What follows belongs to an exercise in optimizing a design on an open flow for small area and a short achievable clock period; a production flow would make more cautious choices. No run shown here included a check of the RTL's function; only the layout flow was run. Power is estimated from default activity; no workload was simulated.

[flow/run.sh]
#!/bin/bash
# Layout flow: the standard flow, with plain buffers on the ports and a clock
# tree of small buffers without dummy loads.
export BUFFER_PORTS_ARGS="-buffer_cell sky130_fd_sc_hd__buf_2"
export CTS_ARGS="-sink_clustering_enable -repair_clock_nets -dont_use_dummy_load -buf_list \"sky130_fd_sc_hd__clkbuf_4 sky130_fd_sc_hd__clkbuf_8\""
bash standard.sh > standard.log 2>&1
[standard.sh]
#!/bin/bash
# synth_recipe.tcl (not shown) runs the flow's synth.tcl, then flattens the netlist and writes it again
# the make line also repeats each setting of config.mk as NAME=value (left out here)
make -C /OpenROAD-flow-scripts/flow DESIGN_CONFIG=/design/flow/config.mk WORK_HOME=/design/flow/orfs CLKGATE_MAP_FILE= SYNTH_SCRIPT=/design/flow/synth_recipe.tcl "${@:-finish}"
[config.mk]
export PLATFORM = sky130hd
export DESIGN_NAME = axis_Gauss_1x5
export DESIGN_NICKNAME = axis_Gauss_1x5
export VERILOG_FILES = /design/flow/design.v
export SDC_FILE = /design/flow/constraint.sdc
export NUM_CORES = 4
export LEC_CHECK = 0
export CAP_MARGIN = 20
export CORE_MARGIN = 2
export CORE_UTILIZATION = 40
export SETUP_SLACK_MARGIN = 4.3
export SLEW_MARGIN = 20
export SYNTH_HIERARCHICAL = 1
export SYNTH_MINIMUM_KEEP_SIZE = 0
[constraint.sdc]
create_clock -name core_clock -period 8.0 [get_ports {s_axis_aclk}]
set_input_delay 1.6000 -clock core_clock [delete_from_list [all_inputs] [get_ports {s_axis_aclk}]]
set_output_delay 1.6000 -clock core_clock [all_outputs]
set_load 0.01 [all_outputs]
[design.v]
`timescale 1ns/1ns
module axis_Gauss_1x5 (
  input  logic       s_axis_aclk,
  input  logic       s_axis_arstn,
  input  logic [7:0] s_axis_tdata,
  input  logic       s_axis_tvalid,
  input  logic       s_axis_tlast,
  output logic [7:0] m_axis_tdata,
  output logic       m_axis_tvalid,
  output logic       m_axis_tlast
);
logic [7:0]  d1, d2, d3;
logic        v1, v2, l1, l2;
logic [13:0] cnt;
logic [9:0] b;
logic [23:0] f;
always_ff @(posedge s_axis_aclk) begin
  d1 <= s_axis_tdata;
  d2 <= d1;
  d3 <= d2;
  v1 <= s_axis_tvalid;
  v2 <= v1;
  l1 <= s_axis_tlast;
  l2 <= l1;
  b <= bnext;
  f <= fnext;
end
always_ff @(posedge s_axis_aclk) begin
  if (!s_axis_arstn || s_axis_tlast)
    cnt <= '0;
  else if (s_axis_tvalid)
    cnt <= cnt + 14'd1;
end
wire edge_pt = (cnt[13:1] == 13'd1);
wire [7:0] x0 = s_axis_tdata;
wire h1_s, h1_c;
gha h1 (.a(d1[0]), .b(d2[1]), .s(h1_s), .co(h1_c));
wire f2_s, f2_c;
gfa f2 (.a(d1[1]), .b(d2[2]), .c(h1_c), .s(f2_s), .co(f2_c));
wire f3_s, f3_c;
gfa f3 (.a(d1[2]), .b(d2[3]), .c(f2_c), .s(f3_s), .co(f3_c));
wire f4_s, f4_c;
gfa f4 (.a(d1[3]), .b(d2[4]), .c(x0[4]), .s(f4_s), .co(f4_c));
wire f5_s, f5_c;
gfa f5 (.a(d1[4]), .b(d2[5]), .c(x0[5]), .s(f5_s), .co(f5_c));
wire f6_s, f6_c;
gfa f6 (.a(d1[5]), .b(d2[6]), .c(x0[6]), .s(f6_s), .co(f6_c));
wire f7_s, f7_c;
gfa f7 (.a(d1[6]), .b(d2[7]), .c(x0[7]), .s(f7_s), .co(f7_c));
wire h8_s, h8_c;
gha h8 (.a(d2[0]), .b(x0[0]), .s(h8_s), .co(h8_c));
wire h9_s, h9_c;
gha h9 (.a(h1_s), .b(x0[1]), .s(h9_s), .co(h9_c));
wire h10_s, h10_c;
gha h10 (.a(f2_s), .b(x0[2]), .s(h10_s), .co(h10_c));
wire h11_s, h11_c;
gha h11 (.a(x0[3]), .b(f3_s), .s(h11_s), .co(h11_c));
wire h12_s, h12_c;
gha h12 (.a(f3_c), .b(f4_s), .s(h12_s), .co(h12_c));
wire h13_s, h13_c;
gha h13 (.a(f4_c), .b(f5_s), .s(h13_s), .co(h13_c));
wire h14_s, h14_c;
gha h14 (.a(f5_c), .b(f6_s), .s(h14_s), .co(h14_c));
wire h15_s, h15_c;
gha h15 (.a(f6_c), .b(f7_s), .s(h15_s), .co(h15_c));
wire h16_s, h16_c;
gha h16 (.a(d1[7]), .b(f7_c), .s(h16_s), .co(h16_c));
wire q17_x;
g_ao21 q17 (.a(h9_c), .b(h9_s), .c(h8_c), .x(q17_x));
wire q18_x;
g_and2 q18 (.a(h9_s), .b(h8_s), .x(q18_x));
wire q19_x;
g_ao21 q19 (.a(h11_c), .b(h11_s), .c(h10_c), .x(q19_x));
wire q20_x;
g_and2 q20 (.a(h11_s), .b(h10_s), .x(q20_x));
wire q21_x;
g_ao21 q21 (.a(h13_c), .b(h13_s), .c(h12_c), .x(q21_x));
wire q22_x;
g_and2 q22 (.a(h13_s), .b(h12_s), .x(q22_x));
wire q23_x;
g_ao21 q23 (.a(h15_c), .b(h15_s), .c(h14_c), .x(q23_x));
wire q24_x;
g_and2 q24 (.a(h15_s), .b(h14_s), .x(q24_x));
wire q25_x;
g_ao21 q25 (.a(h10_c), .b(h10_s), .c(q17_x), .x(q25_x));
wire q26_x;
g_and2 q26 (.a(h10_s), .b(q18_x), .x(q26_x));
wire q27_x;
g_ao21 q27 (.a(q19_x), .b(q20_x), .c(q17_x), .x(q27_x));
wire q28_x;
g_and2 q28 (.a(q20_x), .b(q18_x), .x(q28_x));
wire q29_x;
g_ao21 q29 (.a(h14_c), .b(h14_s), .c(q21_x), .x(q29_x));
wire q30_x;
g_and2 q30 (.a(h14_s), .b(q22_x), .x(q30_x));
wire q31_x;
g_ao21 q31 (.a(q23_x), .b(q24_x), .c(q21_x), .x(q31_x));
wire q32_x;
g_and2 q32 (.a(q24_x), .b(q22_x), .x(q32_x));
wire q33_x;
g_ao21 q33 (.a(h12_c), .b(h12_s), .c(q27_x), .x(q33_x));
wire q34_x;
g_and2 q34 (.a(h12_s), .b(q28_x), .x(q34_x));
wire q35_x;
g_ao21 q35 (.a(q21_x), .b(q22_x), .c(q27_x), .x(q35_x));
wire q36_x;
g_and2 q36 (.a(q22_x), .b(q28_x), .x(q36_x));
wire q37_x;
g_ao21 q37 (.a(q29_x), .b(q30_x), .c(q27_x), .x(q37_x));
wire q38_x;
g_and2 q38 (.a(q30_x), .b(q28_x), .x(q38_x));
wire q39_x;
g_ao21 q39 (.a(q31_x), .b(q32_x), .c(q27_x), .x(q39_x));
wire q40_x;
g_and2 q40 (.a(q32_x), .b(q28_x), .x(q40_x));
wire q41_x;
g_ao21 q41 (.a(h16_c), .b(h16_s), .c(q39_x), .x(q41_x));
wire q42_x;
g_and2 q42 (.a(h16_s), .b(q40_x), .x(q42_x));
wire q43_x;
g_xor2 q43 (.a(h9_s), .b(h8_c), .x(q43_x));
wire q44_x;
g_xor2 q44 (.a(h10_s), .b(q17_x), .x(q44_x));
wire q45_x;
g_xor2 q45 (.a(h11_s), .b(q25_x), .x(q45_x));
wire q46_x;
g_xor2 q46 (.a(h12_s), .b(q27_x), .x(q46_x));
wire q47_x;
g_xor2 q47 (.a(h13_s), .b(q33_x), .x(q47_x));
wire q48_x;
g_xor2 q48 (.a(h14_s), .b(q35_x), .x(q48_x));
wire q49_x;
g_xor2 q49 (.a(h15_s), .b(q37_x), .x(q49_x));
wire q50_x;
g_xor2 q50 (.a(h16_s), .b(q39_x), .x(q50_x));
wire q51_x;
g_xor2 q51 (.a(1'b0), .b(q41_x), .x(q51_x));
wire [9:0] bnext = {q51_x, q50_x, q49_x, q48_x, q47_x, q46_x, q45_x, q44_x, q43_x, h8_s};
wire f52_s, f52_c;
gfa f52 (.a(d3[2]), .b(d1[1]), .c(d1[0]), .s(f52_s), .co(f52_c));
wire f53_s, f53_c;
gfa f53 (.a(d3[3]), .b(d1[2]), .c(d1[1]), .s(f53_s), .co(f53_c));
wire h54_s, h54_c;
gha h54 (.a(f52_c), .b(f53_s), .s(h54_s), .co(h54_c));
wire f55_s, f55_c;
gfa f55 (.a(d3[4]), .b(d1[3]), .c(d1[2]), .s(f55_s), .co(f55_c));
wire i56 = ~d3[2];
wire f57_s, f57_c;
gfa f57 (.a(i56), .b(f53_c), .c(f55_s), .s(f57_s), .co(f57_c));
wire f58_s, f58_c;
gfa f58 (.a(d3[5]), .b(d3[0]), .c(d1[4]), .s(f58_s), .co(f58_c));
wire i59 = ~d3[3];
wire f60_s, f60_c;
gfa f60 (.a(i59), .b(d1[3]), .c(f55_c), .s(f60_s), .co(f60_c));
wire h61_s, h61_c;
gha h61 (.a(f58_s), .b(f57_c), .s(h61_s), .co(h61_c));
wire f62_s, f62_c;
gfa f62 (.a(d3[6]), .b(d3[1]), .c(d1[5]), .s(f62_s), .co(f62_c));
wire i63 = ~d3[4];
wire f64_s, f64_c;
gfa f64 (.a(i63), .b(d1[4]), .c(f58_c), .s(f64_s), .co(f64_c));
wire f65_s, f65_c;
gfa f65 (.a(f62_s), .b(f60_c), .c(f64_s), .s(f65_s), .co(f65_c));
wire f66_s, f66_c;
gfa f66 (.a(d3[7]), .b(d3[2]), .c(d1[6]), .s(f66_s), .co(f66_c));
wire i67 = ~d3[5];
wire f68_s, f68_c;
gfa f68 (.a(i67), .b(d1[5]), .c(f62_c), .s(f68_s), .co(f68_c));
wire f69_s, f69_c;
gfa f69 (.a(f66_s), .b(f64_c), .c(f68_s), .s(f69_s), .co(f69_c));
wire f70_s, f70_c;
gfa f70 (.a(d3[3]), .b(d1[7]), .c(d1[6]), .s(f70_s), .co(f70_c));
wire i71 = ~d3[6];
wire f72_s, f72_c;
gfa f72 (.a(i71), .b(f66_c), .c(f70_s), .s(f72_s), .co(f72_c));
wire h73_s, h73_c;
gha h73 (.a(f68_c), .b(f72_s), .s(h73_s), .co(h73_c));
wire i74 = ~d3[7];
wire f75_s, f75_c;
gfa f75 (.a(i74), .b(d3[4]), .c(d1[7]), .s(f75_s), .co(f75_c));
wire f76_s, f76_c;
gfa f76 (.a(f70_c), .b(f75_s), .c(f72_c), .s(f76_s), .co(f76_c));
wire h77_s, h77_c;
gha h77 (.a(d3[5]), .b(f75_c), .s(h77_s), .co(h77_c));
wire [23:0] fnext = {d3[7], h77_c, d3[6], f76_c, h77_s, f76_s, h73_c, f69_c, h73_s, f69_s, f65_c, f65_s, h61_c, h61_s, f60_s, f57_s, h54_c, h54_s, d3[1], f52_s, d3[0], d1[0], d3[1], d3[0]};
wire h78_s, h78_c;
gha h78 (.a(f[1]), .b(f[2]), .s(h78_s), .co(h78_c));
wire i79 = ~f[3];
wire f80_s, f80_c;
gfa f80 (.a(i79), .b(f[4]), .c(h78_c), .s(f80_s), .co(f80_c));
wire h81_s, h81_c;
gha h81 (.a(f80_s), .b(x0[2]), .s(h81_s), .co(h81_c));
wire f82_s, f82_c;
gfa f82 (.a(f[5]), .b(f[6]), .c(f80_c), .s(f82_s), .co(f82_c));
wire f83_s, f83_c;
gfa f83 (.a(x0[3]), .b(h81_c), .c(f82_s), .s(f83_s), .co(f83_c));
wire f84_s, f84_c;
gfa f84 (.a(b[0]), .b(f[7]), .c(f[8]), .s(f84_s), .co(f84_c));
wire i85 = ~f[5];
wire f86_s, f86_c;
gfa f86 (.a(i85), .b(f84_s), .c(x0[4]), .s(f86_s), .co(f86_c));
wire i87 = ~x0[2];
wire f88_s, f88_c;
gfa f88 (.a(i87), .b(f82_c), .c(f86_s), .s(f88_s), .co(f88_c));
wire i89 = ~b[1];
wire f90_s, f90_c;
gfa f90 (.a(i89), .b(f[9]), .c(f[10]), .s(f90_s), .co(f90_c));
wire i91 = ~b[0];
wire f92_s, f92_c;
gfa f92 (.a(i91), .b(f84_c), .c(f90_s), .s(f92_s), .co(f92_c));
wire f93_s, f93_c;
gfa f93 (.a(x0[5]), .b(x0[0]), .c(f92_s), .s(f93_s), .co(f93_c));
wire i94 = ~x0[3];
wire f95_s, f95_c;
gfa f95 (.a(i94), .b(f86_c), .c(f93_s), .s(f95_s), .co(f95_c));
wire i96 = ~b[2];
wire f97_s, f97_c;
gfa f97 (.a(i96), .b(f[11]), .c(f[12]), .s(f97_s), .co(f97_c));
wire f98_s, f98_c;
gfa f98 (.a(f90_c), .b(f97_s), .c(x0[6]), .s(f98_s), .co(f98_c));
wire i99 = ~x0[4];
wire f100_s, f100_c;
gfa f100 (.a(i99), .b(x0[1]), .c(f92_c), .s(f100_s), .co(f100_c));
wire f101_s, f101_c;
gfa f101 (.a(f98_s), .b(f93_c), .c(f100_s), .s(f101_s), .co(f101_c));
wire i102 = ~b[3];
wire f103_s, f103_c;
gfa f103 (.a(i102), .b(f[13]), .c(f[14]), .s(f103_s), .co(f103_c));
wire f104_s, f104_c;
gfa f104 (.a(f97_c), .b(f103_s), .c(x0[7]), .s(f104_s), .co(f104_c));
wire i105 = ~x0[5];
wire f106_s, f106_c;
gfa f106 (.a(i105), .b(x0[2]), .c(f98_c), .s(f106_s), .co(f106_c));
wire f107_s, f107_c;
gfa f107 (.a(f104_s), .b(f100_c), .c(f106_s), .s(f107_s), .co(f107_c));
wire f108_s, f108_c;
gfa f108 (.a(b[0]), .b(f[15]), .c(f[16]), .s(f108_s), .co(f108_c));
wire i109 = ~b[4];
wire f110_s, f110_c;
gfa f110 (.a(i109), .b(f108_s), .c(f103_c), .s(f110_s), .co(f110_c));
wire i111 = ~x0[6];
wire f112_s, f112_c;
gfa f112 (.a(i111), .b(x0[3]), .c(f110_s), .s(f112_s), .co(f112_c));
wire f113_s, f113_c;
gfa f113 (.a(f104_c), .b(f112_s), .c(f106_c), .s(f113_s), .co(f113_c));
wire f114_s, f114_c;
gfa f114 (.a(b[1]), .b(f[17]), .c(f[18]), .s(f114_s), .co(f114_c));
wire i115 = ~b[5];
wire f116_s, f116_c;
gfa f116 (.a(i115), .b(f108_c), .c(f114_s), .s(f116_s), .co(f116_c));
wire f117_s, f117_c;
gfa f117 (.a(x0[4]), .b(f110_c), .c(f116_s), .s(f117_s), .co(f117_c));
wire i118 = ~x0[7];
wire f119_s, f119_c;
gfa f119 (.a(i118), .b(f112_c), .c(f117_s), .s(f119_s), .co(f119_c));
wire f120_s, f120_c;
gfa f120 (.a(b[2]), .b(f[19]), .c(f[20]), .s(f120_s), .co(f120_c));
wire i121 = ~b[6];
wire f122_s, f122_c;
gfa f122 (.a(i121), .b(f114_c), .c(f120_s), .s(f122_s), .co(f122_c));
wire f123_s, f123_c;
gfa f123 (.a(x0[5]), .b(f116_c), .c(f122_s), .s(f123_s), .co(f123_c));
wire h124_s, h124_c;
gha h124 (.a(f117_c), .b(f123_s), .s(h124_s), .co(h124_c));
wire f125_s, f125_c;
gfa f125 (.a(b[7]), .b(b[3]), .c(f[21]), .s(f125_s), .co(f125_c));
wire f126_s, f126_c;
gfa f126 (.a(f[22]), .b(f120_c), .c(f125_s), .s(f126_s), .co(f126_c));
wire f127_s, f127_c;
gfa f127 (.a(x0[6]), .b(f122_c), .c(f126_s), .s(f127_s), .co(f127_c));
wire h128_s, h128_c;
gha h128 (.a(f123_c), .b(f127_s), .s(h128_s), .co(h128_c));
wire f129_s, f129_c;
gfa f129 (.a(b[8]), .b(b[4]), .c(f[23]), .s(f129_s), .co(f129_c));
wire i130 = ~b[7];
wire f131_s, f131_c;
gfa f131 (.a(i130), .b(f125_c), .c(f129_s), .s(f131_s), .co(f131_c));
wire f132_s, f132_c;
gfa f132 (.a(x0[7]), .b(f126_c), .c(f131_s), .s(f132_s), .co(f132_c));
wire h133_s, h133_c;
gha h133 (.a(f127_c), .b(f132_s), .s(h133_s), .co(h133_c));
wire i134 = ~b[8];
wire f135_s, f135_c;
gfa f135 (.a(b[9]), .b(b[5]), .c(i134), .s(f135_s), .co(f135_c));
wire f136_s, f136_c;
gfa f136 (.a(f129_c), .b(f135_s), .c(f131_c), .s(f136_s), .co(f136_c));
wire h137_s, h137_c;
gha h137 (.a(f132_c), .b(f136_s), .s(h137_s), .co(h137_c));
wire i138 = ~b[9];
wire f139_s, f139_c;
gfa f139 (.a(b[6]), .b(i138), .c(f135_c), .s(f139_s), .co(f139_c));
wire h140_s, h140_c;
gha h140 (.a(f139_s), .b(f136_c), .s(h140_s), .co(h140_c));
wire h141_s, h141_c;
gha h141 (.a(f139_c), .b(h140_c), .s(h141_s), .co(h141_c));
wire h142_s, h142_c;
gha h142 (.a(b[7]), .b(h141_c), .s(h142_s), .co(h142_c));
wire h143_s, h143_c;
gha h143 (.a(b[8]), .b(h142_c), .s(h143_s), .co(h143_c));
wire i144 = ~x0[0];
wire i145 = ~x0[1];
wire h146_s, h146_c;
gha h146 (.a(f[0]), .b(x0[0]), .s(h146_s), .co(h146_c));
wire h147_s, h147_c;
gha h147 (.a(h78_s), .b(x0[1]), .s(h147_s), .co(h147_c));
wire h148_s, h148_c;
gha h148 (.a(i144), .b(h81_s), .s(h148_s), .co(h148_c));
wire h149_s, h149_c;
gha h149 (.a(i145), .b(f83_s), .s(h149_s), .co(h149_c));
wire h150_s, h150_c;
gha h150 (.a(f83_c), .b(f88_s), .s(h150_s), .co(h150_c));
wire h151_s, h151_c;
gha h151 (.a(f88_c), .b(f95_s), .s(h151_s), .co(h151_c));
wire h152_s, h152_c;
gha h152 (.a(f101_s), .b(f95_c), .s(h152_s), .co(h152_c));
wire h153_s, h153_c;
gha h153 (.a(f101_c), .b(f107_s), .s(h153_s), .co(h153_c));
wire q154_x;
g_ao21 q154 (.a(h147_c), .b(h147_s), .c(h146_c), .x(q154_x));
wire q155_x;
g_and2 q155 (.a(h147_s), .b(h146_s), .x(q155_x));
wire q156_x;
g_ao21 q156 (.a(h149_c), .b(h149_s), .c(h148_c), .x(q156_x));
wire q157_x;
g_and2 q157 (.a(h149_s), .b(h148_s), .x(q157_x));
wire q158_x;
g_ao21 q158 (.a(h151_c), .b(h151_s), .c(h150_c), .x(q158_x));
wire q159_x;
g_and2 q159 (.a(h151_s), .b(h150_s), .x(q159_x));
wire q160_x;
g_ao21 q160 (.a(h153_c), .b(h153_s), .c(h152_c), .x(q160_x));
wire q161_x;
g_and2 q161 (.a(h153_s), .b(h152_s), .x(q161_x));
wire q162_x;
g_ao21 q162 (.a(h148_c), .b(h148_s), .c(q154_x), .x(q162_x));
wire q163_x;
g_and2 q163 (.a(h148_s), .b(q155_x), .x(q163_x));
wire q164_x;
g_ao21 q164 (.a(q156_x), .b(q157_x), .c(q154_x), .x(q164_x));
wire q165_x;
g_and2 q165 (.a(q157_x), .b(q155_x), .x(q165_x));
wire q166_x;
g_ao21 q166 (.a(h152_c), .b(h152_s), .c(q158_x), .x(q166_x));
wire q167_x;
g_and2 q167 (.a(h152_s), .b(q159_x), .x(q167_x));
wire q168_x;
g_ao21 q168 (.a(q160_x), .b(q161_x), .c(q158_x), .x(q168_x));
wire q169_x;
g_and2 q169 (.a(q161_x), .b(q159_x), .x(q169_x));
wire q170_x;
g_ao21 q170 (.a(h150_c), .b(h150_s), .c(q164_x), .x(q170_x));
wire q171_x;
g_and2 q171 (.a(h150_s), .b(q165_x), .x(q171_x));
wire q172_x;
g_ao21 q172 (.a(q158_x), .b(q159_x), .c(q164_x), .x(q172_x));
wire q173_x;
g_and2 q173 (.a(q159_x), .b(q165_x), .x(q173_x));
wire q174_x;
g_ao21 q174 (.a(q166_x), .b(q167_x), .c(q164_x), .x(q174_x));
wire q175_x;
g_and2 q175 (.a(q167_x), .b(q165_x), .x(q175_x));
wire q176_x;
g_ao21 q176 (.a(q168_x), .b(q169_x), .c(q164_x), .x(q176_x));
wire q177_x;
g_and2 q177 (.a(q169_x), .b(q165_x), .x(q177_x));
wire q178_x;
g_ao21 q178 (.a(h147_c), .b(h147_s), .c(h146_c), .x(q178_x));
wire q179_x;
g_ao21 q179 (.a(h148_c), .b(h148_s), .c(q178_x), .x(q179_x));
wire q180_x;
g_ao21 q180 (.a(h149_c), .b(h149_s), .c(q179_x), .x(q180_x));
wire q181_x;
g_ao21 q181 (.a(h150_c), .b(h150_s), .c(q180_x), .x(q181_x));
wire q182_x;
g_ao21 q182 (.a(h152_c), .b(h152_s), .c(h151_c), .x(q182_x));
wire q183_x;
g_and2 q183 (.a(h152_s), .b(h151_s), .x(q183_x));
wire q184_x;
g_ao21 q184 (.a(q182_x), .b(q183_x), .c(q181_x), .x(q184_x));
wire q185_x;
g_ao21 q185 (.a(h153_c), .b(h153_s), .c(q184_x), .x(q185_x));
wire h186_s, h186_c;
gha h186 (.a(h128_c), .b(h133_s), .s(h186_s), .co(h186_c));
wire h187_s, h187_c;
gha h187 (.a(h133_c), .b(h137_s), .s(h187_s), .co(h187_c));
wire h188_s, h188_c;
gha h188 (.a(h137_c), .b(h140_s), .s(h188_s), .co(h188_c));
wire h189_s, h189_c;
gha h189 (.a(i130), .b(h141_s), .s(h189_s), .co(h189_c));
wire h190_s, h190_c;
gha h190 (.a(i134), .b(h142_s), .s(h190_s), .co(h190_c));
wire h191_s, h191_c;
gha h191 (.a(i138), .b(h143_s), .s(h191_s), .co(h191_c));
wire q192_x;
g_ao21 q192 (.a(h187_c), .b(h187_s), .c(h186_c), .x(q192_x));
wire q193_x;
g_and2 q193 (.a(h187_s), .b(h186_s), .x(q193_x));
wire q194_x;
g_ao21 q194 (.a(h189_c), .b(h189_s), .c(h188_c), .x(q194_x));
wire q195_x;
g_and2 q195 (.a(h189_s), .b(h188_s), .x(q195_x));
wire q196_x;
g_ao21 q196 (.a(h191_c), .b(h191_s), .c(h190_c), .x(q196_x));
wire q197_x;
g_and2 q197 (.a(h191_s), .b(h190_s), .x(q197_x));
wire q198_x;
g_ao21 q198 (.a(h188_c), .b(h188_s), .c(q192_x), .x(q198_x));
wire q199_x;
g_and2 q199 (.a(h188_s), .b(q193_x), .x(q199_x));
wire q200_x;
g_ao21 q200 (.a(q194_x), .b(q195_x), .c(q192_x), .x(q200_x));
wire q201_x;
g_and2 q201 (.a(q195_x), .b(q193_x), .x(q201_x));
wire q202_x;
g_ao21 q202 (.a(h190_c), .b(h190_s), .c(q200_x), .x(q202_x));
wire q203_x;
g_and2 q203 (.a(h190_s), .b(q201_x), .x(q203_x));
wire q204_x;
g_ao21 q204 (.a(q196_x), .b(q197_x), .c(q200_x), .x(q204_x));
wire q205_x;
g_and2 q205 (.a(q197_x), .b(q201_x), .x(q205_x));
wire q206_x;
g_xor2 q206 (.a(h187_s), .b(h186_c), .x(q206_x));
wire q207_x;
g_xor2 q207 (.a(h188_s), .b(q192_x), .x(q207_x));
wire q208_x;
g_xor2 q208 (.a(h189_s), .b(q198_x), .x(q208_x));
wire q209_x;
g_xor2 q209 (.a(h190_s), .b(q200_x), .x(q209_x));
wire q210_x;
g_xor2 q210 (.a(h191_s), .b(q202_x), .x(q210_x));
wire h211_s, h211_c;
gha h211 (.a(f113_s), .b(f107_c), .s(h211_s), .co(h211_c));
wire h212_s, h212_c;
gha h212 (.a(f119_s), .b(f113_c), .s(h212_s), .co(h212_c));
wire h213_s, h213_c;
gha h213 (.a(h124_s), .b(f119_c), .s(h213_s), .co(h213_c));
wire h214_s, h214_c;
gha h214 (.a(h124_c), .b(h128_s), .s(h214_s), .co(h214_c));
wire [9:0] ua = {q210_x, q209_x, q208_x, q207_x, q206_x, h186_s, h214_s, h213_s, h212_s, h211_s};
wire [9:0] ub = {1'b0, 1'b0, 1'b0, 1'b0, 1'b0, 1'b0, h214_c, h213_c, h212_c, h211_c};
wire uc = q185_x;
logic [9:0] oa, ob;
logic oc;
always_ff @(posedge s_axis_aclk) begin
  oa <= edge_pt ? {d2, 2'd0} : ua;
  ob <= edge_pt ? 10'd0 : ub;
  oc <= ~edge_pt & uc;
  m_axis_tvalid <= v2;
  m_axis_tlast  <= l2 & ~edge_pt;
end
assign m_axis_tdata = {oa[9] ^ (1'b0 | oa[8] & 1'b0 | oa[8] & oa[7] & 1'b0 | oa[8] & oa[7] & oa[6] & 1'b0 | oa[8] & oa[7] & oa[6] & oa[5] & 1'b0 | oa[8] & oa[7] & oa[6] & oa[5] & oa[4] & ob[3] | oa[8] & oa[7] & oa[6] & oa[5] & oa[4] & oa[3] & ob[2] | oa[8] & oa[7] & oa[6] & oa[5] & oa[4] & oa[3] & oa[2] & ob[1] | oa[8] & oa[7] & oa[6] & oa[5] & oa[4] & oa[3] & oa[2] & oa[1] & ob[0] | oa[8] & oa[7] & oa[6] & oa[5] & oa[4] & oa[3] & oa[2] & oa[1] & oa[0] & oc), oa[8] ^ (1'b0 | oa[7] & 1'b0 | oa[7] & oa[6] & 1'b0 | oa[7] & oa[6] & oa[5] & 1'b0 | oa[7] & oa[6] & oa[5] & oa[4] & ob[3] | oa[7] & oa[6] & oa[5] & oa[4] & oa[3] & ob[2] | oa[7] & oa[6] & oa[5] & oa[4] & oa[3] & oa[2] & ob[1] | oa[7] & oa[6] & oa[5] & oa[4] & oa[3] & oa[2] & oa[1] & ob[0] | oa[7] & oa[6] & oa[5] & oa[4] & oa[3] & oa[2] & oa[1] & oa[0] & oc), oa[7] ^ (1'b0 | oa[6] & 1'b0 | oa[6] & oa[5] & 1'b0 | oa[6] & oa[5] & oa[4] & ob[3] | oa[6] & oa[5] & oa[4] & oa[3] & ob[2] | oa[6] & oa[5] & oa[4] & oa[3] & oa[2] & ob[1] | oa[6] & oa[5] & oa[4] & oa[3] & oa[2] & oa[1] & ob[0] | oa[6] & oa[5] & oa[4] & oa[3] & oa[2] & oa[1] & oa[0] & oc), oa[6] ^ (1'b0 | oa[5] & 1'b0 | oa[5] & oa[4] & ob[3] | oa[5] & oa[4] & oa[3] & ob[2] | oa[5] & oa[4] & oa[3] & oa[2] & ob[1] | oa[5] & oa[4] & oa[3] & oa[2] & oa[1] & ob[0] | oa[5] & oa[4] & oa[3] & oa[2] & oa[1] & oa[0] & oc), oa[5] ^ (1'b0 | oa[4] & ob[3] | oa[4] & oa[3] & ob[2] | oa[4] & oa[3] & oa[2] & ob[1] | oa[4] & oa[3] & oa[2] & oa[1] & ob[0] | oa[4] & oa[3] & oa[2] & oa[1] & oa[0] & oc), oa[4] ^ (ob[3] | oa[3] & ob[2] | oa[3] & oa[2] & ob[1] | oa[3] & oa[2] & oa[1] & ob[0] | oa[3] & oa[2] & oa[1] & oa[0] & oc), oa[3] ^ (ob[2] | oa[2] & ob[1] | oa[2] & oa[1] & ob[0] | oa[2] & oa[1] & oa[0] & oc), oa[2] ^ (ob[1] | oa[1] & ob[0] | oa[1] & oa[0] & oc)};
endmodule
module g_maj3 (
  input  logic a,
  input  logic b,
  input  logic c,
  output logic x
);
assign x = (a & b) | (a & c) | (b & c);
endmodule
module g_or2 (
  input  logic a,
  input  logic b,
  output logic x
);
assign x = a | b;
endmodule
module g_and2 (
  input  logic a,
  input  logic b,
  output logic x
);
assign x = a & b;
endmodule
module g_xor2 (
  input  logic a,
  input  logic b,
  output logic x
);
assign x = a ^ b;
endmodule
module g_ao21 (
  input  logic a,
  input  logic b,
  input  logic c,
  output logic x
);
assign x = a | (b & c);
endmodule
module gha (
  input  logic a,
  input  logic b,
  output logic s,
  output logic co
);
assign s  = a ^ b;
assign co = a & b;
endmodule
module gfa (
  input  logic a,
  input  logic b,
  input  logic c,
  output logic s,
  output logic co
);
assign s  = a ^ b ^ c;
assign co = (a & b) | (a & c) | (b & c);
endmodule
==> results of run 1 <==
-- modules after synthesis (local to each module, per instance) --
module | flops+latches | cells inside | cell area [sq um]
axis_Gauss_1x5 | 90 | 218 | 2560
g_and2 | 0 | 1 | 6.26
g_ao21 | 0 | 1 | 7.51
g_xor2 | 0 | 1 | 8.76
gfa | 0 | 1 | 20.0
gha | 0 | 1 | 12.5
-- registers in the layout (all words and copies together) (netlist names) --
name and cells:
l2 1, m_axis_tlast 1, cnt 14, b 10
d1 8, m_axis_tvalid 1, v1 1, d3 8
d2 7, v2 1, oc 1, oa 10
f 22, l1 1, ob 4
-- power by group through the flow --
stage | logic (mW) | clock network (mW) | registers (mW)
after floorplan | 1.18 | 0 | 0.630
after global placement | 1.45 | 0 | 0.649
after detailed placement | 1.48 | 0 | 0.653
after CTS | 1.50 | 0.247 | 0.642
after global routing | 1.72 | 0.262 | 0.655
final | 1.46 | 0.239 | 0.640
-- cell families after synthesis --
| kind of cell | Yosys count |
|---|---|
| multiplexers | 9 |
| other | 1 |
| AND/OR/NAND/NOR | 62 |
| flip-flops | 90 |
| adder cells (fa/ha/maj) | 103 |
| XOR/XNOR | 29 |
| AO/OA/AOI/OAI | 41 |
| buffers and inverters | 31 |
-- how the worst max path moves through the flow --
stage,from,endpoint,slack (ps),depth (start not counted)
2_1_floorplan,s_axis_tdata[7],oa[9]$_DFF_P_,4360,8
3_3_place_gp,s_axis_tdata[7],oa[9]$_DFF_P_,4120,9
3_5_place_dp,s_axis_tdata[7],oa[9]$_DFF_P_,4070,9
4_1_cts,oc$_DFF_P_,m_axis_tdata[7],4350,6
5_1_grt,oc$_DFF_P_,m_axis_tdata[7],4320,6
6_report,s_axis_tdata[7],oa[9]$_DFF_P_,4450,9
-- critical path: stages --
cell	delay, ps
buf_2	160
fa_1	430
ha_1	320
ha_1	300
a21o_1	220
a21o_1	180
a21o_1	170
xor2_1	150
mux2_2	260
-- placed cells by master (no fill, tap or decap), types with 9 or more instances in the layout --
| master | synthesis | layout |
|---|---|---|
| dfxtp_1 | 90 | 90 |
| fa_1 | 60 | 60 |
| ha_1 | 43 | 43 |
| inv_1 | 28 | 28 |
| a21o_1 | 26 | 26 |
| xor2_1 | 25 | 25 |
| buf_2 | 1 | 21 |
| nor2_1 | 19 | 18 |
| and2_1 | 15 | 15 |
| nand2_1 | 10 | 10 |
| clkbuf_8 | 0 | 9 |
-- through the flow --
stage / std cells / instance area (sq um)
final: 536 / 5040
after floorplan: 366 / 4640
after detailed placement: 527 / 4910
after global placement: 527 / 4910
after CTS: 536 / 5030
after global routing: 536 / 5040
-- per-layer routing --
metal | vias to the layer above | GRT usage [%] | share of wire (%)
met2 | 22 | 23.5 | 48
li1 | 1250 | - | -
met3 | 9 | 2.67 | 2.0
met4 | 0 | 5.27 | 1.6
met1 | 1216 | 19.1 | 48
met5 | - | 0 | 0
-- area by class of cell --
| type | count | area, sq um |
|---|---|---|
| clock buffer | 9 | 124 |
| fill | 1057 | 6330 |
| inverter | 28 | 105 |
| multi-input combinational | 245 | 2730 |
| sequential | 90 | 1800 |
| tap | 143 | 179 |
| timing repair buffer | 21 | 105 |
-- what timing repair did --
action / in CTS / in global routing
gates resized for setup: 0 / 2
hold endpoints to repair: 0 / 0
setup endpoints to repair: 0 / 5
hold buffers: 0 / 0
==> reports/qor.csv, run 1 <==
metric;value;unit
synth_top_family_by_area;adder cells;
drt-total-wl;7880;um
io_buffers;21;
htree_levels;3;
netlist_area;4640;sq um
antenna_found_initial;0;
synth_xor_area_share;5.47;%
clock.fmax;282;MHz
hp-start;v2$_DFF_P_;
synth-adder-area-share;37.5;%
yosysWarnings;7;
syn_to_final_growth;8.60;%
rows;39;
p_clk_share;10.2;%
final.setup.worst_slack;4450;ps
netSwitchingPower;0.856;mW
combPwrFrac;62.4;%
synthSimpleGateAreaFrac;6.98;%
clockBufferDepth;2;
drc;0;
fp.dieH;112;um
dp_hpwl;6470;um
coreArea;11400;sq um
ys_seq_area_share;38.8;%
p_int;1.48;mW
path_clk_slew;80;ps
synth_nets;481;
grt_max_degree;17;
rr_startpoint;b[7]$_DFF_P_;
tightest_slew;557;ps
pre_cts_ws;4070;ps
clock-root-buffer;clkbuf_8;
finalPower;2.34;mW
nets;510;
numCtsBuffers;9;
holdPathEnd;m_axis_tvalid$_DFF_P_;
slew_violations;0;
die_x;112;um
synth_common_cells;dfxtp_1 (90), fa_1 (60), ha_1 (43), inv_1 (28), a21o_1 (26);
drive_above_1_share;10.7;%
r2r_end;oa[9]$_DFF_P_;
switching_share;36.6;%
postLayoutCoreUtil;44.3;%
ff2ff_setup_slack;4550;ps
worst_slew_margin_rel;62.9;%
clock_skew;22.4;ps
worst_setup_path_end_kind;flop;
synth-edff-count;0;
antenna_left;0;
p_seq_share;27.4;%
synth_area_leaders;dfxtp_1 (39%), fa_1 (26%), ha_1 (12%), xor2_1 (4.7%), a21o_1 (4.2%);
drt_first_iter_violations;96;
initial_core_util;40.8;%
routed_via_density;4.66;
synth-main-ff-cell;dfxtp_1;
synth_compound_area_share;6.20;%
die-area;12500;sq um
hold_viol_final;0;
clkLatencyLatePin;350;ps
wl_per_cell;14.7;um
status;finished clean;
synth_cells;366;
cap_violations;0;
p_per_area;464;nW/um^2
crit_type;primary input to flop;
cp_data_required_time;8240;ps
grt_usage;14.3;%
dr.pass1.iters;4;
pin_count;22;
fin_hold_ws;333;ps
setup_viol;0;
synth_area_per_cell;12.7;sq um
synth_mux_area_share;2.32;%
synth_seq_cells;90;
gp_congestion;0.765;
total_leakage_power;2.34;nW
post-route-min-period;3550;ps
peakVddDrop;0.000297;V
synth.distinct_cells;33;
cts_tree;built;
setup_tns;0;ps
vias;2497;
synth_largest_type_area_fraction;38.8;%
grt_pass1_vias;2822;
synth.most_common_cell;dfxtp_1;
rr_worst_depth;11;
antenna_cells;0;
hold_depth;0;
rsz0062_at_grt;no;
critical_path.startpoint_type;primary input;
gr-total-overflow;0;
synth-async-reset-ratio;0;%
crit_fanout;5;
period_share;44.4;%
grt_first_pass_wirelength;13800;um
cp.arrival;3790;ps
hold_path_class;flop to flop;
cts_setup_buffers;0;
synth.largest_area_cell;dfxtp_1;
cts_num_sinks;90;
==> run 2: changes to the inputs <==
--- a/design.v
+++ b/design.v
@@ -315,141 +315,149 @@
 gha h152 (.a(f101_s), .b(f95_c), .s(h152_s), .co(h152_c));
 wire h153_s, h153_c;
 gha h153 (.a(f101_c), .b(f107_s), .s(h153_s), .co(h153_c));
-wire q154_x;
-g_ao21 q154 (.a(h147_c), .b(h147_s), .c(h146_c), .x(q154_x));
+wire h154_s, h154_c;
+gha h154 (.a(f113_s), .b(f107_c), .s(h154_s), .co(h154_c));
 wire q155_x;
-g_and2 q155 (.a(h147_s), .b(h146_s), .x(q155_x));
+g_ao21 q155 (.a(h147_c), .b(h147_s), .c(h146_c), .x(q155_x));
 wire q156_x;
-g_ao21 q156 (.a(h149_c), .b(h149_s), .c(h148_c), .x(q156_x));
+g_and2 q156 (.a(h147_s), .b(h146_s), .x(q156_x));
 wire q157_x;
-g_and2 q157 (.a(h149_s), .b(h148_s), .x(q157_x));
+g_ao21 q157 (.a(h149_c), .b(h149_s), .c(h148_c), .x(q157_x));
 wire q158_x;
-g_ao21 q158 (.a(h151_c), .b(h151_s), .c(h150_c), .x(q158_x));
+g_and2 q158 (.a(h149_s), .b(h148_s), .x(q158_x));
 wire q159_x;
-g_and2 q159 (.a(h151_s), .b(h150_s), .x(q159_x));
+g_ao21 q159 (.a(h151_c), .b(h151_s), .c(h150_c), .x(q159_x));
 wire q160_x;
-g_ao21 q160 (.a(h153_c), .b(h153_s), .c(h152_c), .x(q160_x));
+g_and2 q160 (.a(h151_s), .b(h150_s), .x(q160_x));
 wire q161_x;
-g_and2 q161 (.a(h153_s), .b(h152_s), .x(q161_x));
+g_ao21 q161 (.a(h153_c), .b(h153_s), .c(h152_c), .x(q161_x));
 wire q162_x;
-g_ao21 q162 (.a(h148_c), .b(h148_s), .c(q154_x), .x(q162_x));
+g_and2 q162 (.a(h153_s), .b(h152_s), .x(q162_x));
 wire q163_x;
-g_and2 q163 (.a(h148_s), .b(q155_x), .x(q163_x));
+g_ao21 q163 (.a(h148_c), .b(h148_s), .c(q155_x), .x(q163_x));
 wire q164_x;
-g_ao21 q164 (.a(q156_x), .b(q157_x), .c(q154_x), .x(q164_x));
+g_and2 q164 (.a(h148_s), .b(q156_x), .x(q164_x));
 wire q165_x;
-g_and2 q165 (.a(q157_x), .b(q155_x), .x(q165_x));
+g_ao21 q165 (.a(q157_x), .b(q158_x), .c(q155_x), .x(q165_x));
 wire q166_x;
-g_ao21 q166 (.a(h152_c), .b(h152_s), .c(q158_x), .x(q166_x));
+g_and2 q166 (.a(q158_x), .b(q156_x), .x(q166_x));
 wire q167_x;
-g_and2 q167 (.a(h152_s), .b(q159_x), .x(q167_x));
+g_ao21 q167 (.a(h152_c), .b(h152_s), .c(q159_x), .x(q167_x));
 wire q168_x;
-g_ao21 q168 (.a(q160_x), .b(q161_x), .c(q158_x), .x(q168_x));
+g_and2 q168 (.a(h152_s), .b(q160_x), .x(q168_x));
 wire q169_x;
-g_and2 q169 (.a(q161_x), .b(q159_x), .x(q169_x));
+g_ao21 q169 (.a(q161_x), .b(q162_x), .c(q159_x), .x(q169_x));
 wire q170_x;
-g_ao21 q170 (.a(h150_c), .b(h150_s), .c(q164_x), .x(q170_x));
+g_and2 q170 (.a(q162_x), .b(q160_x), .x(q170_x));
 wire q171_x;
-g_and2 q171 (.a(h150_s), .b(q165_x), .x(q171_x));
+g_ao21 q171 (.a(h150_c), .b(h150_s), .c(q165_x), .x(q171_x));
 wire q172_x;
-g_ao21 q172 (.a(q158_x), .b(q159_x), .c(q164_x), .x(q172_x));
+g_and2 q172 (.a(h150_s), .b(q166_x), .x(q172_x));
 wire q173_x;
-g_and2 q173 (.a(q159_x), .b(q165_x), .x(q173_x));
+g_ao21 q173 (.a(q159_x), .b(q160_x), .c(q165_x), .x(q173_x));
 wire q174_x;
-g_ao21 q174 (.a(q166_x), .b(q167_x), .c(q164_x), .x(q174_x));
+g_and2 q174 (.a(q160_x), .b(q166_x), .x(q174_x));
 wire q175_x;
-g_and2 q175 (.a(q167_x), .b(q165_x), .x(q175_x));
+g_ao21 q175 (.a(q167_x), .b(q168_x), .c(q165_x), .x(q175_x));
 wire q176_x;
-g_ao21 q176 (.a(q168_x), .b(q169_x), .c(q164_x), .x(q176_x));
+g_and2 q176 (.a(q168_x), .b(q166_x), .x(q176_x));
 wire q177_x;
-g_and2 q177 (.a(q169_x), .b(q165_x), .x(q177_x));
+g_ao21 q177 (.a(q169_x), .b(q170_x), .c(q165_x), .x(q177_x));
 wire q178_x;
-g_ao21 q178 (.a(h147_c), .b(h147_s), .c(h146_c), .x(q178_x));
+g_and2 q178 (.a(q170_x), .b(q166_x), .x(q178_x));
 wire q179_x;
-g_ao21 q179 (.a(h148_c), .b(h148_s), .c(q178_x), .x(q179_x));
+g_ao21 q179 (.a(h154_c), .b(h154_s), .c(q177_x), .x(q179_x));
 wire q180_x;
-g_ao21 q180 (.a(h149_c), .b(h149_s), .c(q179_x), .x(q180_x));
+g_and2 q180 (.a(h154_s), .b(q178_x), .x(q180_x));
 wire q181_x;
-g_ao21 q181 (.a(h150_c), .b(h150_s), .c(q180_x), .x(q181_x));
+g_ao21 q181 (.a(h147_c), .b(h147_s), .c(h146_c), .x(q181_x));
 wire q182_x;
-g_ao21 q182 (.a(h152_c), .b(h152_s), .c(h151_c), .x(q182_x));
+g_ao21 q182 (.a(h148_c), .b(h148_s), .c(q181_x), .x(q182_x));
 wire q183_x;
-g_and2 q183 (.a(h152_s), .b(h151_s), .x(q183_x));
+g_ao21 q183 (.a(h149_c), .b(h149_s), .c(q182_x), .x(q183_x));
 wire q184_x;
-g_ao21 q184 (.a(q182_x), .b(q183_x), .c(q181_x), .x(q184_x));
+g_ao21 q184 (.a(h150_c), .b(h150_s), .c(q183_x), .x(q184_x));
 wire q185_x;
-g_ao21 q185 (.a(h153_c), .b(h153_s), .c(q184_x), .x(q185_x));
-wire h186_s, h186_c;
-gha h186 (.a(h128_c), .b(h133_s), .s(h186_s), .co(h186_c));
-wire h187_s, h187_c;
-gha h187 (.a(h133_c), .b(h137_s), .s(h187_s), .co(h187_c));
-wire h188_s, h188_c;
-gha h188 (.a(h137_c), .b(h140_s), .s(h188_s), .co(h188_c));
-wire h189_s, h189_c;
-gha h189 (.a(i130), .b(h141_s), .s(h189_s), .co(h189_c));
-wire h190_s, h190_c;
-gha h190 (.a(i134), .b(h142_s), .s(h190_s), .co(h190_c));
+g_ao21 q185 (.a(h152_c), .b(h152_s), .c(h151_c), .x(q185_x));
+wire q186_x;
+g_and2 q186 (.a(h152_s), .b(h151_s), .x(q186_x));
+wire q187_x;
+g_ao21 q187 (.a(q185_x), .b(q186_x), .c(q184_x), .x(q187_x));
+wire q188_x;
+g_ao21 q188 (.a(h154_c), .b(h154_s), .c(h153_c), .x(q188_x));
+wire q189_x;
+g_and2 q189 (.a(h154_s), .b(h153_s), .x(q189_x));
+wire q190_x;
+g_ao21 q190 (.a(q188_x), .b(q189_x), .c(q187_x), .x(q190_x));
 wire h191_s, h191_c;
-gha h191 (.a(i138), .b(h143_s), .s(h191_s), .co(h191_c));
-wire q192_x;
-g_ao21 q192 (.a(h187_c), .b(h187_s), .c(h186_c), .x(q192_x));
-wire q193_x;
-g_and2 q193 (.a(h187_s), .b(h186_s), .x(q193_x));
-wire q194_x;
-g_ao21 q194 (.a(h189_c), .b(h189_s), .c(h188_c), .x(q194_x));
-wire q195_x;
-g_and2 q195 (.a(h189_s), .b(h188_s), .x(q195_x));
-wire q196_x;
-g_ao21 q196 (.a(h191_c), .b(h191_s), .c(h190_c), .x(q196_x));
+gha h191 (.a(h128_c), .b(h133_s), .s(h191_s), .co(h191_c));
+wire h192_s, h192_c;
+gha h192 (.a(h133_c), .b(h137_s), .s(h192_s), .co(h192_c));
+wire h193_s, h193_c;
+gha h193 (.a(h137_c), .b(h140_s), .s(h193_s), .co(h193_c));
+wire h194_s, h194_c;
+gha h194 (.a(i130), .b(h141_s), .s(h194_s), .co(h194_c));
+wire h195_s, h195_c;
+gha h195 (.a(i134), .b(h142_s), .s(h195_s), .co(h195_c));
+wire h196_s, h196_c;
+gha h196 (.a(i138), .b(h143_s), .s(h196_s), .co(h196_c));
 wire q197_x;
-g_and2 q197 (.a(h191_s), .b(h190_s), .x(q197_x));
+g_ao21 q197 (.a(h192_c), .b(h192_s), .c(h191_c), .x(q197_x));
 wire q198_x;
-g_ao21 q198 (.a(h188_c), .b(h188_s), .c(q192_x), .x(q198_x));
+g_and2 q198 (.a(h192_s), .b(h191_s), .x(q198_x));
 wire q199_x;
-g_and2 q199 (.a(h188_s), .b(q193_x), .x(q199_x));
+g_ao21 q199 (.a(h194_c), .b(h194_s), .c(h193_c), .x(q199_x));
 wire q200_x;
-g_ao21 q200 (.a(q194_x), .b(q195_x), .c(q192_x), .x(q200_x));
+g_and2 q200 (.a(h194_s), .b(h193_s), .x(q200_x));
 wire q201_x;
-g_and2 q201 (.a(q195_x), .b(q193_x), .x(q201_x));
+g_ao21 q201 (.a(h196_c), .b(h196_s), .c(h195_c), .x(q201_x));
 wire q202_x;
-g_ao21 q202 (.a(h190_c), .b(h190_s), .c(q200_x), .x(q202_x));
+g_and2 q202 (.a(h196_s), .b(h195_s), .x(q202_x));
 wire q203_x;
-g_and2 q203 (.a(h190_s), .b(q201_x), .x(q203_x));
+g_ao21 q203 (.a(h193_c), .b(h193_s), .c(q197_x), .x(q203_x));
 wire q204_x;
-g_ao21 q204 (.a(q196_x), .b(q197_x), .c(q200_x), .x(q204_x));
+g_and2 q204 (.a(h193_s), .b(q198_x), .x(q204_x));
 wire q205_x;
-g_and2 q205 (.a(q197_x), .b(q201_x), .x(q205_x));
+g_ao21 q205 (.a(q199_x), .b(q200_x), .c(q197_x), .x(q205_x));
 wire q206_x;
-g_xor2 q206 (.a(h187_s), .b(h186_c), .x(q206_x));
+g_and2 q206 (.a(q200_x), .b(q198_x), .x(q206_x));
 wire q207_x;
-g_xor2 q207 (.a(h188_s), .b(q192_x), .x(q207_x));
+g_ao21 q207 (.a(h195_c), .b(h195_s), .c(q205_x), .x(q207_x));
 wire q208_x;
-g_xor2 q208 (.a(h189_s), .b(q198_x), .x(q208_x));
+g_and2 q208 (.a(h195_s), .b(q206_x), .x(q208_x));
 wire q209_x;
-g_xor2 q209 (.a(h190_s), .b(q200_x), .x(q209_x));
+g_ao21 q209 (.a(q201_x), .b(q202_x), .c(q205_x), .x(q209_x));
 wire q210_x;
-g_xor2 q210 (.a(h191_s), .b(q202_x), .x(q210_x));
-wire h211_s, h211_c;
-gha h211 (.a(f113_s), .b(f107_c), .s(h211_s), .co(h211_c));
-wire h212_s, h212_c;
-gha h212 (.a(f119_s), .b(f113_c), .s(h212_s), .co(h212_c));
-wire h213_s, h213_c;
-gha h213 (.a(h124_s), .b(f119_c), .s(h213_s), .co(h213_c));
-wire h214_s, h214_c;
-gha h214 (.a(h124_c), .b(h128_s), .s(h214_s), .co(h214_c));
-wire [9:0] ua = {q210_x, q209_x, q208_x, q207_x, q206_x, h186_s, h214_s, h213_s, h212_s, h211_s};
-wire [9:0] ub = {1'b0, 1'b0, 1'b0, 1'b0, 1'b0, 1'b0, h214_c, h213_c, h212_c, h211_c};
-wire uc = q185_x;
-logic [9:0] oa, ob;
+g_and2 q210 (.a(q202_x), .b(q206_x), .x(q210_x));
+wire q211_x;
+g_xor2 q211 (.a(h192_s), .b(h191_c), .x(q211_x));
+wire q212_x;
+g_xor2 q212 (.a(h193_s), .b(q197_x), .x(q212_x));
+wire q213_x;
+g_xor2 q213 (.a(h194_s), .b(q203_x), .x(q213_x));
+wire q214_x;
+g_xor2 q214 (.a(h195_s), .b(q205_x), .x(q214_x));
+wire q215_x;
+g_xor2 q215 (.a(h196_s), .b(q207_x), .x(q215_x));
+wire h216_s, h216_c;
+gha h216 (.a(f119_s), .b(f113_c), .s(h216_s), .co(h216_c));
+wire h217_s, h217_c;
+gha h217 (.a(h124_s), .b(f119_c), .s(h217_s), .co(h217_c));
+wire h218_s, h218_c;
+gha h218 (.a(h124_c), .b(h128_s), .s(h218_s), .co(h218_c));
+wire [8:0] ua = {q215_x, q214_x, q213_x, q212_x, q211_x, h191_s, h218_s, h217_s, h216_s};
+wire [8:0] ub = {1'b0, 1'b0, 1'b0, 1'b0, 1'b0, 1'b0, h218_c, h217_c, h216_c};
+wire uc = q190_x;
+logic [8:0] oa, ob;
 logic oc;
 always_ff @(posedge s_axis_aclk) begin
-  oa <= edge_pt ? {d2, 2'd0} : ua;
-  ob <= edge_pt ? 10'd0 : ub;
+  oa <= edge_pt ? {d2, 1'd0} : ua;
+  ob <= edge_pt ? 9'd0 : ub;
   oc <= ~edge_pt & uc;
   m_axis_tvalid <= v2;
   m_axis_tlast  <= l2 & ~edge_pt;
 end
-assign m_axis_tdata = {oa[9] ^ (1'b0 | oa[8] & 1'b0 | oa[8] & oa[7] & 1'b0 | oa[8] & oa[7] & oa[6] & 1'b0 | oa[8] & oa[7] & oa[6] & oa[5] & 1'b0 | oa[8] & oa[7] & oa[6] & oa[5] & oa[4] & ob[3] | oa[8] & oa[7] & oa[6] & oa[5] & oa[4] & oa[3] & ob[2] | oa[8] & oa[7] & oa[6] & oa[5] & oa[4] & oa[3] & oa[2] & ob[1] | oa[8] & oa[7] & oa[6] & oa[5] & oa[4] & oa[3] & oa[2] & oa[1] & ob[0] | oa[8] & oa[7] & oa[6] & oa[5] & oa[4] & oa[3] & oa[2] & oa[1] & oa[0] & oc), oa[8] ^ (1'b0 | oa[7] & 1'b0 | oa[7] & oa[6] & 1'b0 | oa[7] & oa[6] & oa[5] & 1'b0 | oa[7] & oa[6] & oa[5] & oa[4] & ob[3] | oa[7] & oa[6] & oa[5] & oa[4] & oa[3] & ob[2] | oa[7] & oa[6] & oa[5] & oa[4] & oa[3] & oa[2] & ob[1] | oa[7] & oa[6] & oa[5] & oa[4] & oa[3] & oa[2] & oa[1] & ob[0] | oa[7] & oa[6] & oa[5] & oa[4] & oa[3] & oa[2] & oa[1] & oa[0] & oc), oa[7] ^ (1'b0 | oa[6] & 1'b0 | oa[6] & oa[5] & 1'b0 | oa[6] & oa[5] & oa[4] & ob[3] | oa[6] & oa[5] & oa[4] & oa[3] & ob[2] | oa[6] & oa[5] & oa[4] & oa[3] & oa[2] & ob[1] | oa[6] & oa[5] & oa[4] & oa[3] & oa[2] & oa[1] & ob[0] | oa[6] & oa[5] & oa[4] & oa[3] & oa[2] & oa[1] & oa[0] & oc), oa[6] ^ (1'b0 | oa[5] & 1'b0 | oa[5] & oa[4] & ob[3] | oa[5] & oa[4] & oa[3] & ob[2] | oa[5] & oa[4] & oa[3] & oa[2] & ob[1] | oa[5] & oa[4] & oa[3] & oa[2] & oa[1] & ob[0] | oa[5] & oa[4] & oa[3] & oa[2] & oa[1] & oa[0] & oc), oa[5] ^ (1'b0 | oa[4] & ob[3] | oa[4] & oa[3] & ob[2] | oa[4] & oa[3] & oa[2] & ob[1] | oa[4] & oa[3] & oa[2] & oa[1] & ob[0] | oa[4] & oa[3] & oa[2] & oa[1] & oa[0] & oc), oa[4] ^ (ob[3] | oa[3] & ob[2] | oa[3] & oa[2] & ob[1] | oa[3] & oa[2] & oa[1] & ob[0] | oa[3] & oa[2] & oa[1] & oa[0] & oc), oa[3] ^ (ob[2] | oa[2] & ob[1] | oa[2] & oa[1] & ob[0] | oa[2] & oa[1] & oa[0] & oc), oa[2] ^ (ob[1] | oa[1] & ob[0] | oa[1] & oa[0] & oc)};
+assign m_axis_tdata = {oa[8] ^ (1'b0 | oa[7] & 1'b0 | oa[7] & oa[6] & 1'b0 | oa[7] & oa[6] & oa[5] & 1'b0 | oa[7] & oa[6] & oa[5] & oa[4] & 1'b0 | oa[7] & oa[6] & oa[5] & oa[4] & oa[3] & ob[2] | oa[7] & oa[6] & oa[5] & oa[4] & oa[3] & oa[2] & ob[1] | oa[7] & oa[6] & oa[5] & oa[4] & oa[3] & oa[2] & oa[1] & ob[0] | oa[7] & oa[6] & oa[5] & oa[4] & oa[3] & oa[2] & oa[1] & oa[0] & oc), oa[7] ^ (1'b0 | oa[6] & 1'b0 | oa[6] & oa[5] & 1'b0 | oa[6] & oa[5] & oa[4] & 1'b0 | oa[6] & oa[5] & oa[4] & oa[3] & ob[2] | oa[6] & oa[5] & oa[4] & oa[3] & oa[2] & ob[1] | oa[6] & oa[5] & oa[4] & oa[3] & oa[2] & oa[1] & ob[0] | oa[6] & oa[5] & oa[4] & oa[3] & oa[2] & oa[1] & oa[0] & oc), oa[6] ^ (1'b0 | oa[5] & 1'b0 | oa[5] & oa[4] & 1'b0 | oa[5] & oa[4] & oa[3] & ob[2] | oa[5] & oa[4] & oa[3] & oa[2] & ob[1] | oa[5] & oa[4] & oa[3] & oa[2] & oa[1] & ob[0] | oa[5] & oa[4] & oa[3] & oa[2] & oa[1] & oa[0] & oc), oa[5] ^ (1'b0 | oa[4] & 1'b0 | oa[4] & oa[3] & ob[2] | oa[4] & oa[3] & oa[2] & ob[1] | oa[4] & oa[3] & oa[2] & oa[1] & ob[0] | oa[4] & oa[3] & oa[2] & oa[1] & oa[0] & oc), oa[4] ^ (1'b0 | oa[3] & ob[2] | oa[3] & oa[2] & ob[1] | oa[3] & oa[2] & oa[1] & ob[0] | oa[3] & oa[2] & oa[1] & oa[0] & oc), oa[3] ^ (ob[2] | oa[2] & ob[1] | oa[2] & oa[1] & ob[0] | oa[2] & oa[1] & oa[0] & oc), oa[2] ^ (ob[1] | oa[1] & ob[0] | oa[1] & oa[0] & oc), oa[1] ^ (ob[0] | oa[0] & oc)};
 endmodule
 module g_maj3 (
   input  logic a,
==> reports/qor.csv, run 2 <==
metric;value;unit;change
status;finished clean;;
regArea;1760;sq um;-2.2%
setup_viol;0;;unchanged
initial_core_util;40.7;%;-0.14 points
crit_fanout;5;;unchanged
cp.arrival;3790;ps;about the same
cts_resized;0;;unchanged
hold_viol_final;0;;unchanged
path_cells;buf_2, fa_1, fa_1, fa_1, ha_1, and2_1, a21o_1, and2_1;;
cp_top_family;adder cells;;
synth_area_per_cell;12.8;sq um;+0.59%
netlist_area;4610;sq um;-0.78%
synth-edff-count;0;;unchanged
rows;39;;unchanged
dp_cells;522;;-0.95%
crit_top_cell;fa_1;;
synth.largest_area_cell;dfxtp_1;;
slew_violations;0;;unchanged
largest_register_ffs;22;;unchanged
synth_cells;361;;-1.4%
synth-async-reset-ratio;0;%;unchanged
total_leakage_power;2.29;nW;-2.0%
fp.dieH;111;um;-0.38%
cts_setup_buffers;0;;unchanged
synth_area_leaders;dfxtp_1 (38%), fa_1 (26%), ha_1 (12%), a21o_1 (4.2%), xor2_1 (3.4%);;
synth-main-ff-cell;dfxtp_1;;
rsz0062_at_grt;no;;
grt_pass1_vias;2779;;-1.5%
top_register;f;;
pre_cts_ws;4080;ps;+4.39 ps
finalPower;2.37;mW;+1.4%
peakVddDrop;0.000301;V;+1.5%
grt_first_pass_wirelength;13300;um;-3.6%
coreArea;11300;sq um;-0.43%
wirelength_met1;3580;um;-5.3%
top_regs;f x22, cnt x14, b x10;;
synth.distinct_cells;31;;-6.1%
die_x;111;um;-0.38%
clock_skew;37.8;ps;+15.4 ps
period_share;44.4;%;about the same
clock.fmax;282;MHz;about the same
syn_to_final_growth;8.50;%;about the same
postLayoutCoreUtil;44.2;%;-0.20 points
drt_first_iter_violations;61;;-36%
p_per_area;474;nW/um^2;+2.3%
nets;505;;-0.98%
wl_met2;3770;um;-0.84%
clock-root-buffer;clkbuf_8;;
post-route-min-period;3550;ps;+1.47 ps
critical_path.startpoint_type;primary input;;
vias;2520;;+0.92%
grt_usage;13.8;%;-0.50 points
path_clk_slew;70;ps;about the same
fillCellCount;1060;;+0.28%
final.setup.worst_slack;4450;ps;-1.47 ps
synth_seq_cells;88;;-2.2%
die-area;12400;sq um;-0.75%
antenna_cells;0;;unchanged
final_cell_area;5000;sq um;-0.87%
drt-total-wl;7650;um;-2.9%
cts_hold_buf;0;;unchanged
ys_seq_area_share;38.2;%;-0.56 points
synth_nets;476;;-1.0%
cts_tree;built;;
worst_slew_margin_rel;63.6;%;+0.73 points
final_cell_mix;dfxtp_1 (88), fa_1 (60), ha_1 (43);;
antenna_found_initial;0;;unchanged
slowest_stage;fa_1;;
fin_hold_ws;326;ps;-7.14 ps
gp_congestion;0.778;;+1.8%
clkLatencyLatePin;370;ps;+20 ps
path_buf_inv;1;;unchanged
routed_via_density;4.75;;+1.9%
tightest_slew;546;ps;-11.0 ps
cap_violations;0;;unchanged
multi_input_area;2720;sq um;-0.28%
wl_per_cell;14.4;um;-2.0%
cp_data_required_time;8240;ps;about the same
gr-total-overflow;0;;unchanged
grt_max_degree;19;;+2
dr.pass1.iters;4;;unchanged
clockBufferDepth;2;;unchanged
placed_area;4870;sq um;-0.66%
hold_path_class;flop to flop;;
maxUsedRoutingLayer;met4;;
io_buffers;21;;unchanged
crit_type;primary input to flop;;
layout_commonest_cell;dfxtp_1;;
setup_tns;0;ps;unchanged
synth.most_common_cell;dfxtp_1;;
met3WireLength;169;um;+6.3%
synth_largest_type_area_fraction;38.2;%;-0.56 points
worst_setup_path_end_kind;flop;;
pin_count;22;;unchanged
cpPeakStageDelay;510;ps;+80 ps
dp_hpwl;6380;um;-1.4%
synth_common_cells;dfxtp_1 (88), fa_1 (60), ha_1 (43), inv_1 (29), a21o_1 (26);;
fin_cells;531;;-0.93%
antenna_left;0;;unchanged
htree_levels;3;;unchanged
numCtsBuffers;9;;unchanged
cts_num_sinks;88;;-2.2%
drive_above_1_share;10.8;%;+0.14 points
yosysWarnings;7;;unchanged
drc;0;;unchanged
run 2: area by class of cell:
type | instances | area share (%)
clock buffer | 9 | 2.48
inverter | 29 | 2.18
multi-input combinational | 241 | 54.4
sequential | 88 | 35.2
tap | 143 | 3.58
timing repair buffer | 21 | 2.10
run 2: path summary, 6_finish.rpt:
| check | start | to | slack (ps) | cells past startpoint |
|---|---|---|---|---|
| hold reg to reg | l1$_DFF_P_ | l2$_DFF_P_ | 330 | 0 |
| setup reg to reg | b[7]$_DFF_P_ | oa[8]$_DFF_P_ | 4540 | 11 |
| setup / recovery | s_axis_tdata[6] | oc$_DFF_P_ | 4450 | 8 |
| hold / removal | l1$_DFF_P_ | l2$_DFF_P_ | 330 | 0 |
run 2: modules after synthesis (local to each module, per instance):
module,copies in the design,cell area (sq um),cells
axis_Gauss_1x5,1,2510,211
g_and2,8,6.26,1
g_ao21,26,7.51,1
g_xor2,14,8.76,1
gfa,60,20.0,1
gha,42,12.5,1
run 2: layer usage:
layer	vias to the layer above	track usage, %
met4	0	5.51
met1	1249	17.2
met2	27	23.7
met3	10	2.84
li1	1234	-
met5	-	0
run 2: cells by family after synthesis:
logic type      after synthesis  share of synthesized area (%)
compound gates               37                           5.46
xor+xnor                     31                           5.89
fa+ha+maj                   103                           37.8
buf+inv                      32                           2.72
flops                        88                           38.2
mux                           9                           2.50
other cells                   1                         0.0814
simple gates                 60                           7.36
run 2: power by group:
group          total, mW  leakage (nW)  internal, mW  switching (mW)
sequential         0.617         0.736         0.552          0.0650
clock              0.232        0.0647         0.101           0.131
combinational       1.52          1.49         0.867           0.656
total               2.37          2.29          1.52           0.852

==> separate check: timing with driven ports <==
The flow's constraints put no driver on any port. The routed layouts listed below were extracted and timed again, unchanged, in two steps.
Step 1, drivers: a clkbuf_16 drives s_axis_aclk and a buf_2 each remaining input, both assumed.
Step 2 times the ports against the registers' clock, not the clock port: input delays grow and output delays shrink by t, the midpoint of the rising clock arrivals with the driver on.
Three values: ideal ports, drivers, drivers and shift; two values: the first two.
run | t (ns) | setup WS [ns] | worst setup path at the end
run 1 | 0.369 | 4.452 / 4.465 / 4.096 | input to register
run 2 | 0.377 | 4.451 / 4.459 / 4.082 | input to register
After both steps setup and hold are still met in every run listed. For run 2, which loses most, drivers alone change the setup slack by +0.008 ns; drivers and shift together by -0.369 ns.
